From an optimization exercise on the open Yosys and OpenROAD flow, aimed at small area and a short achievable clock period; shortcuts taken in it are not production practice. Where RTL was checked, it was by simulation tests only, not by an equivalence proof against the original.

Setup of run 1:
==> module fpu_top, before the edit <==
module fpu_top(
    input         clk,
    input         rst,
    input  [31:0] a,
    input  [31:0] b,
    input  [2:0]  consig,
    output [31:0] out,
    output [2:0]  cmp_out
);
    reg         sa, sb;      
    reg  [7:0]  ea, eb;      
    reg  [22:0] ma, mb;      
    reg         eq;          
    reg         gt;          
    reg         lsel;        
    reg         cz;          
    wire [2:0]  p = {sa, sb, gt};
    wire        psel_a = (p == 3'b001) | (p == 3'b111) | (p == 3'b010);
    wire        pclr   = (p == 3'b011) | (p == 3'b100);
    always @(posedge clk or posedge rst) begin
        if (rst) begin
            sa <= 1'b0; sb <= 1'b0; eq <= 1'b0; gt <= 1'b0;
            ea <= 8'd0; eb <= 8'd0; ma <= 23'd0; mb <= 23'd0;
            lsel <= 1'b0; cz <= 1'b0;
        end else begin
            sa <= a[31];
            sb <= b[31];
            eq <= a[30:0] == b[30:0];
            gt <= a[30:0] > b[30:0];
            ea <= a[30:23];
            eb <= b[30:23];
            ma <= a[22:0];
            mb <= b[22:0];
            lsel <= psel_a;
            cz <= pclr;
        end
    end
    wire        aclr = (p == 3'b011) | (p == 3'b101);
    wire        swap = (p == 3'b000) | (p == 3'b100) | (p == 3'b110);
    wire [8:0]  sx = cz ? 9'd0 : (lsel ? {sa, ea} : {sb, eb});
    wire [7:0]  diff = lsel ? (ea - eb) : (eb - ea);
    wire [22:0] c = (cz | aclr) ? 23'd0 : (lsel ? ma : mb);
    wire [22:0] dsrc = lsel ? mb : ma;
    wire [22:0] d = (cz | aclr | (diff >= 8'd23)) ? 23'd0 : (dsrc >> diff[4:0]);
    wire        x = consig[0];
    wire [22:0] t = c + (x ? ~d : d) + {22'd0, x & ~swap};
    wire [22:0] fsum = (x & swap) ? ~t : t;
    reg  [22:0] snext;       
    reg  [22:0] afrac;       
    wire [47:0] prod;
    mant_mul mm (.ma(ma), .mb(mb), .p(prod));
    wire [8:0]  esum = {1'b0, ea} + {1'b0, eb};
    wire        in_zero = (ea == 8'd0) | (eb == 8'd0);
    wire        ez_n = in_zero | (esum < 9'd127);           
    wire        eo_n = ~ez_n & (esum >= 9'd382);            
    reg         ms;          
    reg  [24:0] mp;          
    reg  [7:0]  me;          
    reg         mk;          
    reg         mi;          
    wire        hn = prod[47];
    wire        zero_n = ez_n | ((esum == 9'd127) & ~hn);
    wire        inf_n  = ~zero_n & (eo_n | ((esum == 9'd381) & hn));
    always @(posedge clk or posedge rst) begin
        if (rst) begin
            snext <= 23'd0;
            afrac <= 23'd0;
            ms <= 1'b0; mp <= 25'd0; me <= 8'd0; mk <= 1'b0; mi <= 1'b0;
        end else begin
            snext <= fsum;
            afrac <= snext;
            ms  <= sa ^ sb;
            mp  <= prod[47:23];
            me  <= esum[7:0] + 8'd129;
            mk  <= zero_n | inf_n;
            mi  <= inf_n;
        end
    end
    wire        h = mp[24];
    wire [7:0]  mexp  = me + {7'd0, h};
    wire [22:0] mfrac = h ? mp[23:1] : mp[22:0];
    wire [31:0] mres  = {ms, {8{mi}} | ({8{~mk}} & mexp), {23{~mk}} & mfrac};
    assign cmp_out = (consig == 3'b000) ? {sa, sb, eq} : 3'b000;
    assign out = (consig == 3'b001 || consig == 3'b010) ? {sx, afrac} :
                 (consig == 3'b011) ? mres : 32'd0;
endmodule
==> flow/config.mk <==
export PLATFORM = sky130hd
export DESIGN_NAME = fpu_top
export DESIGN_NICKNAME = fpu_top
export VERILOG_FILES = /design/flow/design.v
export SDC_FILE = /design/flow/constraint.sdc
export NUM_CORES = 4
export LEC_CHECK = 0
export CAP_MARGIN = 20
export CORE_MARGIN = 2
export CORE_UTILIZATION = 65
export CTS_BUF_LIST = sky130_fd_sc_hd__clkbuf_4 sky130_fd_sc_hd__clkbuf_8
export SLEW_MARGIN = 20
==> flow/constraint.sdc <==
create_clock -name core_clock -period 14.0 [get_ports {clk}]
set_input_delay 2.8000 -clock core_clock [delete_from_list [all_inputs] [get_ports {clk}]]
set_output_delay 2.8000 -clock core_clock [all_outputs]
set_load 0.01 [all_outputs]
standard.sh (not shown) runs the stock make flow with config.mk's settings and CLKGATE_MAP_FILE= SYNTH_SCRIPT=/design/flow/synth_recipe.tcl, a recipe that flattens the netlist after the stock synthesis.
==> flow/flow/run.sh <==
#!/bin/bash
# Standard synthesis, then a netlist pass that removes the inverters Yosys
# leaves around full adders, then the standard layout with a tighter
# timing-repair target and the smallest buffer on the ports.
set -euo pipefail
R=orfs/results/sky130hd/fpu_top/base
MARGIN=$(cat flow/margin.txt)
bash standard.sh synth > log_synth.txt 2>&1
python3 flow/fixinv.py $R/1_2_yosys.v $R/1_2_yosys_fixinv.v > log_fixinv.txt 2>&1
cp $R/1_2_yosys.v $R/1_2_yosys_orig.v
cp $R/1_2_yosys_fixinv.v $R/1_2_yosys.v
rm -f $R/1_synth.odb $R/1_synth.sdc
bash standard.sh SETUP_SLACK_MARGIN=$MARGIN "BUFFER_PORTS_ARGS=-buffer_cell sky130_fd_sc_hd__buf_1" finish > log_layout.txt 2>&1
Other scripts of this flow, unchanged in this note and not shown: flow/flow/fixinv.py, flow/flow/margin.txt
#### Input delta (run 2 over run 1)
diff --git a/flow/design.v b/flow/design.v
--- a/flow/design.v
+++ b/flow/design.v
@@ -58,14 +58,12 @@
     reg  [24:0] mp;          
     reg  [7:0]  me;          
-    reg         mk;          
-    reg         mi;          
-    wire        hn = prod[47];
-    wire        zero_n = ez_n | ((esum == 9'd127) & ~hn);
-    wire        inf_n  = ~zero_n & (eo_n | ((esum == 9'd381) & hn));
+    reg         mz, mo;      
+    reg         mz0, mo1;    
     always @(posedge clk or posedge rst) begin
         if (rst) begin
             snext <= 23'd0;
             afrac <= 23'd0;
-            ms <= 1'b0; mp <= 25'd0; me <= 8'd0; mk <= 1'b0; mi <= 1'b0;
+            ms <= 1'b0; mp <= 25'd0; me <= 8'd0;
+            mz <= 1'b0; mo <= 1'b0; mz0 <= 1'b0; mo1 <= 1'b0;
         end else begin
             snext <= fsum;
@@ -74,12 +72,18 @@
             mp  <= prod[47:23];
             me  <= esum[7:0] + 8'd129;
-            mk  <= zero_n | inf_n;
-            mi  <= inf_n;
+            mz  <= ez_n;
+            mo  <= eo_n;
+            mz0 <= ~ez_n & (esum == 9'd127);
+            mo1 <= ~ez_n & (esum == 9'd381);
         end
     end
     wire        h = mp[24];
+    wire        mzero = mz | (mz0 & ~h);
+    wire        minf  = ~mzero & (mo | (mo1 & h));
     wire [7:0]  mexp  = me + {7'd0, h};
     wire [22:0] mfrac = h ? mp[23:1] : mp[22:0];
-    wire [31:0] mres  = {ms, {8{mi}} | ({8{~mk}} & mexp), {23{~mk}} & mfrac};
+    wire [31:0] mres  = mzero ? {ms, 31'd0} :
+                        minf  ? {ms, 8'hff, 23'd0} :
+                                {ms, mexp, mfrac};
     assign cmp_out = (consig == 3'b000) ? {sa, sb, eq} : 3'b000;
     assign out = (consig == 3'b001 || consig == 3'b010) ? {sx, afrac} :
Results
- Any difference in mean post-synth cell area between run 2 and run 1 is small enough to ignore.
- Post-route standard cell area excluding fillers shrinks slightly when moving from run 1 to run 2.
- [compare] base=run 1 new=run 2: clock buffer count went up 1; final critical path time including I/O delays and setup +0.068 ns; HPWL reported at the end of detailed placement fell about 4.3%.
The RTL of run 1 was laid out without a check of its function.


fpu_top again, from the RTL that the note above started with.
==> flow/config.mk <==
export PLATFORM = sky130hd
export DESIGN_NAME = fpu_top
export DESIGN_NICKNAME = fpu_top
export VERILOG_FILES = /design/flow/design.v
export SDC_FILE = /design/flow/constraint.sdc
export NUM_CORES = 4
export LEC_CHECK = 0
export CAP_MARGIN = 20
export CORE_MARGIN = 2
export CORE_UTILIZATION = 65
export CTS_BUF_LIST = sky130_fd_sc_hd__clkbuf_4 sky130_fd_sc_hd__clkbuf_8
export SLEW_MARGIN = 20
==> flow/constraint.sdc <==
create_clock -name core_clock -period 14.0 [get_ports {clk}]
set_input_delay 2.8000 -clock core_clock [delete_from_list [all_inputs] [get_ports {clk}]]
set_output_delay 2.8000 -clock core_clock [all_outputs]
set_load 0.01 [all_outputs]
Scripts as last shown in full above: flow/flow/run.sh
Other scripts of this flow, unchanged in this note and not shown: flow/flow/fixinv.py, flow/flow/margin.txt
Next try:
--- a/flow/design.v
+++ b/flow/design.v
@@ -55,34 +55,38 @@
     wire        ez_n = in_zero | (esum < 9'd127);           
     wire        eo_n = ~ez_n & (esum >= 9'd382);            
     reg         ms;          
     reg  [24:0] mp;          
     reg  [7:0]  me;          
-    reg         mk;          
-    reg         mi;          
-    wire        hn = prod[47];
-    wire        zero_n = ez_n | ((esum == 9'd127) & ~hn);
-    wire        inf_n  = ~zero_n & (eo_n | ((esum == 9'd381) & hn));
+    reg         mz, mo;      
+    reg         mz0, mo1;    
     always @(posedge clk or posedge rst) begin
         if (rst) begin
             snext <= 23'd0;
             afrac <= 23'd0;
-            ms <= 1'b0; mp <= 25'd0; me <= 8'd0; mk <= 1'b0; mi <= 1'b0;
+            ms <= 1'b0; mp <= 25'd0; me <= 8'd0;
+            mz <= 1'b0; mo <= 1'b0; mz0 <= 1'b0; mo1 <= 1'b0;
         end else begin
             snext <= fsum;
             afrac <= snext;
             ms  <= sa ^ sb;
             mp  <= prod[47:23];
             me  <= esum[7:0] + 8'd129;
-            mk  <= zero_n | inf_n;
-            mi  <= inf_n;
+            mz  <= ez_n;
+            mo  <= eo_n;
+            mz0 <= ~ez_n & (esum == 9'd127);
+            mo1 <= ~ez_n & (esum == 9'd381);
         end
     end
     wire        h = mp[24];
+    wire        mzero = mz | (mz0 & ~h);
+    wire        minf  = ~mzero & (mo | (mo1 & h));
     wire [7:0]  mexp  = me + {7'd0, h};
     wire [22:0] mfrac = h ? mp[23:1] : mp[22:0];
-    wire [31:0] mres  = {ms, {8{mi}} | ({8{~mk}} & mexp), {23{~mk}} & mfrac};
+    wire [31:0] mres  = mzero ? {ms, 31'd0} :
+                        minf  ? {ms, 8'hff, 23'd0} :
+                                {ms, mexp, mfrac};
     assign cmp_out = (consig == 3'b000) ? {sa, sb, eq} : 3'b000;
     assign out = (consig == 3'b001 || consig == 3'b010) ? {sx, afrac} :
                  (consig == 3'b011) ? mres : 32'd0;
 endmodule
 module mant_mul(
Clock skew hardly moves.
Core utilization decreases by 1.4 points.
Die area hardly moves.
Cell count went down by 1.8%.
Flip-flop and latch count increases by 2.
Global-route usage fell by 0.85 points.
Setup slack got worse by 0.018 ns.
Clock-buffer cell count does not change.
Function not checked in the first run of this note: the RTL went through the layout flow alone.

[afterwards: timing with drivers on the ports]
No port has a modelled driver above. Below, the same layouts with a new extraction and two added sets of constraints.
Step 1 sets driving cells, clkbuf_16 on the clock port and buf_2 on the other inputs (assumed; they add their load-dependent delay and slew).
Step 2 times the ports against the registers' clock, not the clock port: input delays grow and output delays shrink by t, the midpoint of the rising clock arrivals with the driver on.
a / b / c = ideal / step 1 / step 2; a / b = the first two.
| run | t, ns | setup WS [ns] | latest minus earliest clock arrival (ns) |
|---|---|---|---|
| run 1 | 0.527 | 7.087 / 7.065 / 7.065 | 0.022 / 0.022 |
| run 2 | 0.524 | 7.019 / 6.970 / 6.970 | 0.024 / 0.025 |
| the first run of note 2 | 0.527 | 7.087 / 7.065 / 7.065 | 0.022 / 0.022 |
| the second run of note 2 | 0.512 | 7.069 / 7.017 / 7.017 | 0.020 / 0.019 |
After both steps every run listed still meets setup and hold. The setup slack of the second run of note 2, which loses most, moves by -0.052 ns with the drivers and by -0.052 ns with both steps.
